Background: an optimization exercise with open tools, aiming at small area. Do not read the settings as production practice. Only simulation tests tie the RTL to the original design; equivalence was not proved.

==> flow/design.v <==
module stopwatch(clk, rst, key_reset, key_start_pause, key_display_stop,
 hex0, hex1, hex2, hex3, hex4, hex5, hex6, hex7,
 led0, led1, led2);
	input clk, rst, key_reset, key_start_pause, key_display_stop;
	output [6:0] hex0, hex1, hex2, hex3, hex4, hex5, hex6, hex7;
	output led0, led1, led2;
	reg [3:0] ph;
	wire [3:0] ph_n;
	assign ph_n[0] = (~ph[3] & ph[0]) | (~ph[1] & ph[0]) | (ph[3] & ph[1] & ~ph[0]) | (~ph[2] & ~ph[0]);
	assign ph_n[1] = (ph[0]);
	assign ph_n[2] = (ph[1]);
	assign ph_n[3] = (ph[2]);
	wire smp = (~ph[3] & ~ph[1]);
	wire ph2 = (~ph[3] & ph[2] & ph[0]);
	wire ph3 = (ph[3] & ph[2] & ph[1] & ph[0]);
	always @(posedge clk)
		if (rst) ph <= 4'b1001;
		else ph <= ph_n;
	reg s_s, s_d, s_r;
	reg p_s, p_d, p_r;
	always @(posedge clk)
		if (rst) begin
			s_s <= 1'b0; s_d <= 1'b0; s_r <= 1'b0;
			p_s <= 1'b0; p_d <= 1'b0; p_r <= 1'b0;
		end else if (smp) begin
			s_s <= key_start_pause; s_d <= key_display_stop; s_r <= key_reset;
			p_s <= s_s & ~key_start_pause;
			p_d <= s_d & ~key_display_stop;
			p_r <= s_r & ~key_reset;
		end
	reg frz, run;
	always @(posedge clk)
		if (rst) begin
			frz <= 1'b0; run <= 1'b0;
		end else begin
			if (ph2) frz <= frz ^ p_d;
			if (ph3) run <= run ^ p_s;
		end
	wire clr = ph3 & p_r & ~run;
	reg [1:0] pre;
	wire [1:0] pre_n;
	assign pre_n[0] = (~pre[1] & ~pre[0]);
	assign pre_n[1] = (pre[0]);
	always @(posedge clk)
		if (rst) pre <= 2'b00;
		else if (run) pre <= pre_n;
	wire e0 = run & ((pre[1]));
	wire z = rst | clr;
	wire hold = frz & ~rst;
	reg [3:0] c0, d0;
	wire [3:0] t0, n0;
	wire l0 = (~c0[3] & ~c0[1] & ~c0[0]);
	wire e1 = e0 & l0;
	assign t0[0] = (~c0[3] & c0[0]) | (c0[3] & ~c0[1] & ~c0[0]);
	assign t0[1] = (c0[0]);
	assign t0[2] = (c0[1]);
	assign t0[3] = (c0[2]);
	assign n0 = z ? 4'b1000 : e0 ? t0 : c0;
	always @(posedge clk) c0 <= n0;
	always @(posedge clk) if (!hold) d0 <= n0;
	assign hex0[0] = (~d0[3] & ~d0[1] & d0[0]) | (d0[3] & d0[1] & d0[0]);
	assign hex0[1] = (d0[3] & d0[2] & ~d0[0]);
	assign hex0[2] = (~d0[2] & d0[1] & d0[0]);
	assign hex0[3] = (d0[3] & d0[0]) | (~d0[1] & d0[0]);
	assign hex0[4] = (~d0[1] & d0[0]) | (d0[2] & d0[1]) | (~d0[3] & ~d0[1]);
	assign hex0[5] = (~d0[1] & d0[0]) | (~d0[3] & d0[0]);
	assign hex0[6] = (~d0[2] & ~d0[1]);
	reg [3:0] c1, d1;
	wire [3:0] t1, n1;
	wire l1 = (~c1[3] & ~c1[1] & ~c1[0]);
	wire e2 = e1 & l1;
	assign t1[0] = (~c1[3] & c1[0]) | (c1[3] & ~c1[1] & ~c1[0]);
	assign t1[1] = (c1[0]);
	assign t1[2] = (c1[1]);
	assign t1[3] = (c1[2]);
	assign n1 = z ? 4'b1000 : e1 ? t1 : c1;
	always @(posedge clk) c1 <= n1;
	always @(posedge clk) if (!hold) d1 <= n1;
	assign hex1[0] = (~d1[3] & ~d1[1] & d1[0]) | (d1[3] & d1[1] & d1[0]);
	assign hex1[1] = (d1[3] & d1[2] & ~d1[0]);
	assign hex1[2] = (~d1[2] & d1[1] & d1[0]);
	assign hex1[3] = (d1[3] & d1[0]) | (~d1[1] & d1[0]);
	assign hex1[4] = (~d1[1] & d1[0]) | (d1[2] & d1[1]) | (~d1[3] & ~d1[1]);
	assign hex1[5] = (~d1[1] & d1[0]) | (~d1[3] & d1[0]);
	assign hex1[6] = (~d1[2] & ~d1[1]);
	reg [3:0] c2, d2;
	wire [3:0] t2, n2;
	wire l2 = (~c2[3] & ~c2[1] & ~c2[0]);
	wire e3 = e2 & l2;
	assign t2[0] = (~c2[3] & c2[0]) | (c2[3] & ~c2[1] & ~c2[0]);
	assign t2[1] = (c2[0]);
	assign t2[2] = (c2[1]);
	assign t2[3] = (c2[2]);
	assign n2 = z ? 4'b1000 : e2 ? t2 : c2;
	always @(posedge clk) c2 <= n2;
	always @(posedge clk) if (!hold) d2 <= n2;
	assign hex2[0] = (~d2[3] & ~d2[1] & d2[0]) | (d2[3] & d2[1] & d2[0]);
	assign hex2[1] = (d2[3] & d2[2] & ~d2[0]);
	assign hex2[2] = (~d2[2] & d2[1] & d2[0]);
	assign hex2[3] = (d2[3] & d2[0]) | (~d2[1] & d2[0]);
	assign hex2[4] = (~d2[1] & d2[0]) | (d2[2] & d2[1]) | (~d2[3] & ~d2[1]);
	assign hex2[5] = (~d2[1] & d2[0]) | (~d2[3] & d2[0]);
	assign hex2[6] = (~d2[2] & ~d2[1]);
	reg [2:0] c3, d3;
	wire [2:0] t3, n3;
	wire l3 = (~c3[2] & ~c3[0]);
	wire e4 = e3 & l3;
	assign t3[0] = (~c3[2]);
	assign t3[1] = (c3[0]);
	assign t3[2] = (c3[1]);
	assign n3 = z ? 3'b001 : e3 ? t3 : c3;
	always @(posedge clk) c3 <= n3;
	always @(posedge clk) if (!hold) d3 <= n3;
	assign hex3[0] = (~d3[2] & d3[1]) | (d3[2] & ~d3[1]);
	assign hex3[1] = (~d3[2] & ~d3[0]);
	assign hex3[2] = (d3[2] & d3[0]);
	assign hex3[3] = (~d3[2] & d3[1]) | (d3[2] & ~d3[1]);
	assign hex3[4] = (~d3[0]) | (~d3[2] & d3[1]);
	assign hex3[5] = (d3[1]);
	assign hex3[6] = (~d3[2] & d3[0]);
	reg [3:0] c4, d4;
	wire [3:0] t4, n4;
	wire l4 = (~c4[3] & ~c4[1] & ~c4[0]);
	wire e5 = e4 & l4;
	assign t4[0] = (~c4[3] & c4[0]) | (c4[3] & ~c4[1] & ~c4[0]);
	assign t4[1] = (c4[0]);
	assign t4[2] = (c4[1]);
	assign t4[3] = (c4[2]);
	assign n4 = z ? 4'b1000 : e4 ? t4 : c4;
	always @(posedge clk) c4 <= n4;
	always @(posedge clk) if (!hold) d4 <= n4;
	assign hex4[0] = (~d4[3] & ~d4[1] & d4[0]) | (d4[3] & d4[1] & d4[0]);
	assign hex4[1] = (d4[3] & d4[2] & ~d4[0]);
	assign hex4[2] = (~d4[2] & d4[1] & d4[0]);
	assign hex4[3] = (d4[3] & d4[0]) | (~d4[1] & d4[0]);
	assign hex4[4] = (~d4[1] & d4[0]) | (d4[2] & d4[1]) | (~d4[3] & ~d4[1]);
	assign hex4[5] = (~d4[1] & d4[0]) | (~d4[3] & d4[0]);
	assign hex4[6] = (~d4[2] & ~d4[1]);
	reg [2:0] c5, d5;
	wire [2:0] t5, n5;
	wire l5 = (~c5[2] & ~c5[0]);
	wire e6 = e5 & l5;
	assign t5[0] = (~c5[2]);
	assign t5[1] = (c5[0]);
	assign t5[2] = (c5[1]);
	assign n5 = z ? 3'b001 : e5 ? t5 : c5;
	always @(posedge clk) c5 <= n5;
	always @(posedge clk) if (!hold) d5 <= n5;
	assign hex5[0] = (~d5[2] & d5[1]) | (d5[2] & ~d5[1]);
	assign hex5[1] = (~d5[2] & ~d5[0]);
	assign hex5[2] = (d5[2] & d5[0]);
	assign hex5[3] = (~d5[2] & d5[1]) | (d5[2] & ~d5[1]);
	assign hex5[4] = (~d5[0]) | (~d5[2] & d5[1]);
	assign hex5[5] = (d5[1]);
	assign hex5[6] = (~d5[2] & d5[0]);
	reg [3:0] c6, d6;
	wire [3:0] t6, n6;
	wire l6 = (~c6[3] & ~c6[1] & ~c6[0]);
	wire e7 = e6 & l6;
	assign t6[0] = (~c6[3] & c6[0]) | (c6[3] & ~c6[1] & ~c6[0]);
	assign t6[1] = (c6[0]);
	assign t6[2] = (c6[1]);
	assign t6[3] = (c6[2]);
	assign n6 = z ? 4'b1000 : e6 ? t6 : c6;
	always @(posedge clk) c6 <= n6;
	always @(posedge clk) if (!hold) d6 <= n6;
	assign hex6[0] = (~d6[3] & ~d6[1] & d6[0]) | (d6[3] & d6[1] & d6[0]);
	assign hex6[1] = (d6[3] & d6[2] & ~d6[0]);
	assign hex6[2] = (~d6[2] & d6[1] & d6[0]);
	assign hex6[3] = (d6[3] & d6[0]) | (~d6[1] & d6[0]);
	assign hex6[4] = (~d6[1] & d6[0]) | (d6[2] & d6[1]) | (~d6[3] & ~d6[1]);
	assign hex6[5] = (~d6[1] & d6[0]) | (~d6[3] & d6[0]);
	assign hex6[6] = (~d6[2] & ~d6[1]);
	reg [2:0] c7, d7;
	wire [2:0] t7, n7;
	wire l7 = (~c7[2] & ~c7[0]);
	wire e8 = e7 & l7;
	assign t7[0] = (~c7[2]);
	assign t7[1] = (c7[0]);
	assign t7[2] = (c7[1]);
	assign n7 = z ? 3'b001 : e7 ? t7 : c7;
	always @(posedge clk) c7 <= n7;
	always @(posedge clk) if (!hold) d7 <= n7;
	assign hex7[0] = (~d7[2] & d7[1]) | (d7[2] & ~d7[1]);
	assign hex7[1] = (~d7[2] & ~d7[0]);
	assign hex7[2] = (d7[2] & d7[0]);
	assign hex7[3] = (~d7[2] & d7[1]) | (d7[2] & ~d7[1]);
	assign hex7[4] = (~d7[0]) | (~d7[2] & d7[1]);
	assign hex7[5] = (d7[1]);
	assign hex7[6] = (~d7[2] & d7[0]);
	assign led0 = ~key_display_stop;
	assign led1 = ~key_start_pause;
	assign led2 = ~key_reset;
endmodule
==> flow/config.mk <==
export PLATFORM = sky130hd
export DESIGN_NAME = stopwatch
export DESIGN_NICKNAME = stopwatch
export VERILOG_FILES = /design/flow/design.v
export SDC_FILE = /design/flow/constraint.sdc
export NUM_CORES = 8
export LEC_CHECK = 0
export ABC_AREA = 1
export CAP_MARGIN = 20
export CORE_MARGIN = 2
export CORE_UTILIZATION = 40
export SLEW_MARGIN = 20
==> flow/constraint.sdc <==
create_clock -name core_clock -period 10.0 [get_ports {clk}]
set_input_delay 2.0000 -clock core_clock [delete_from_list [all_inputs] [get_ports {clk}]]
set_output_delay 2.0000 -clock core_clock [all_outputs]
set_load 0.01 [all_outputs]
standard.sh (not shown) runs the stock make flow with config.mk's settings and CLKGATE_MAP_FILE= SYNTH_SCRIPT=/design/flow/synth_recipe.tcl, a recipe that flattens the netlist after the stock synthesis.
==> flow/flow/run.sh <==
#!/bin/bash
# Own layout flow: the standard ORFS flow (standard.sh) with these changes
#  - synthesis: the standard flow's synthesis script, but ABC maps for area only (no gate
#    up-sizing or buffering for an assumed load; timing at 10 ns has ample slack)
#    and no half-adder cells are extracted before ABC
#  - port buffers: sky130_fd_sc_hd__buf_1 instead of the resizer's default pick
#  - clock tree: clkbuf_4 buffers and no dummy loads
# Each tool's output goes to the ORFS logs under orfs/logs; make's own output
# goes to flow_make.log.
set -euo pipefail
W=$(pwd)
export BUFFER_PORTS_ARGS="-buffer_cell sky130_fd_sc_hd__buf_1"
export CTS_ARGS="-sink_clustering_enable -repair_clock_nets -buf_list sky130_fd_sc_hd__clkbuf_4 -dont_use_dummy_load -sink_clustering_size 8"
export OWN_ABC_SCRIPT="$W/flow/abc_area_only.script"
export OWN_WORK="$W"
# no half/full adder extraction before ABC: ABC maps that logic as well
export ADDER_MAP_FILE=
sed "s#SYNTH_SCRIPT=[^ ]*#SYNTH_SCRIPT=$W/flow/synth.tcl#" standard.sh > own_standard.sh
grep -q "SYNTH_SCRIPT=$W/flow/synth.tcl" own_standard.sh
bash own_standard.sh > flow_make.log 2>&1
==> flow/flow/abc_area_only.script <==
strash
dch -f
amap
topo
==> flow/flow/synth.tcl <==
# The standard flow's synthesis script (synth_recipe.tcl), with ABC's script replaced.
proc abc {args} {
  set i [lsearch -exact $args -script]
  if { $i >= 0 } {
    lset args [expr { $i + 1 }] $::env(OWN_ABC_SCRIPT)
  }
  yosys abc {*}$args
}
source $::env(OWN_WORK)/synth_recipe.tcl
Next try:
--- a/flow/design.v
+++ b/flow/design.v
@@ -3,21 +3,21 @@
  led0, led1, led2);
 	input clk, rst, key_reset, key_start_pause, key_display_stop;
 	output [6:0] hex0, hex1, hex2, hex3, hex4, hex5, hex6, hex7;
 	output led0, led1, led2;
 	reg [3:0] ph;
 	wire [3:0] ph_n;
-	assign ph_n[0] = (~ph[3] & ph[0]) | (~ph[1] & ph[0]) | (ph[3] & ph[1] & ~ph[0]) | (~ph[2] & ~ph[0]);
-	assign ph_n[1] = (ph[0]);
-	assign ph_n[2] = (ph[1]);
-	assign ph_n[3] = (ph[2]);
-	wire smp = (~ph[3] & ~ph[1]);
-	wire ph2 = (~ph[3] & ph[2] & ph[0]);
-	wire ph3 = (ph[3] & ph[2] & ph[1] & ph[0]);
+	assign ph_n[0] = (~ph[3] & ph[0]) | (~ph[2] & ~ph[1] & ph[0]) | (ph[3] & ph[1] & ~ph[0]);
+	assign ph_n[1] = (~ph[0]);
+	assign ph_n[2] = (~ph[1]);
+	assign ph_n[3] = (~ph[2]);
+	wire smp = (ph[3] & ~ph[1] & ~ph[0]);
+	wire ph2 = (~ph[3] & ph[0]);
+	wire ph3 = (~ph[2] & ~ph[1] & ph[0]);
 	always @(posedge clk)
-		if (rst) ph <= 4'b1001;
+		if (rst) ph <= 4'b0000;
 		else ph <= ph_n;
 	reg s_s, s_d, s_r;
 	reg p_s, p_d, p_r;
 	always @(posedge clk)
 		if (rst) begin
 			s_s <= 1'b0; s_d <= 1'b0; s_r <= 1'b0;
- The changed run passed the timing, design-rule and antenna checks
- first-iteration DRC count goes down by about a fifth
- worst hold slack is worse by 0.030 ns
- setup slack degrades by 0.046 ns
- utilization went down by 0.59 points
- critical path depth does not change
- global-route usage came out higher by 0.12 points
- synthesized cell count goes down slightly
- register-to-register slack got worse by 0.05 ns

-- afterwards: timing with drivers on the ports --
In the flow no input, the clock included, has a driving cell. The finished layouts below were timed again as built, in two steps. Step 1: set_driving_cell puts a clkbuf_16 on clk and a buf_2 on each other input, an assumption about the parent block. Step 2 also shifts input and output timing later by t, the mid clock arrival at the registers, as if the neighbouring blocks saw the same clock. Slacks: ideal ports / drivers / drivers and shift; pairs: ideal ports / drivers.
run | t (ns) | setup slack, ns | worst register clock-pin slew, ns | worst data-port slew with drivers (ns)
the first run | 0.403 | 3.245 / 3.245 / 3.245 | 0.11 / 0.11 | 0.03
the second run | 0.409 | 3.199 / 3.199 / 3.199 | 0.11 / 0.11 | 0.03
After both steps every run listed still meets setup and hold.
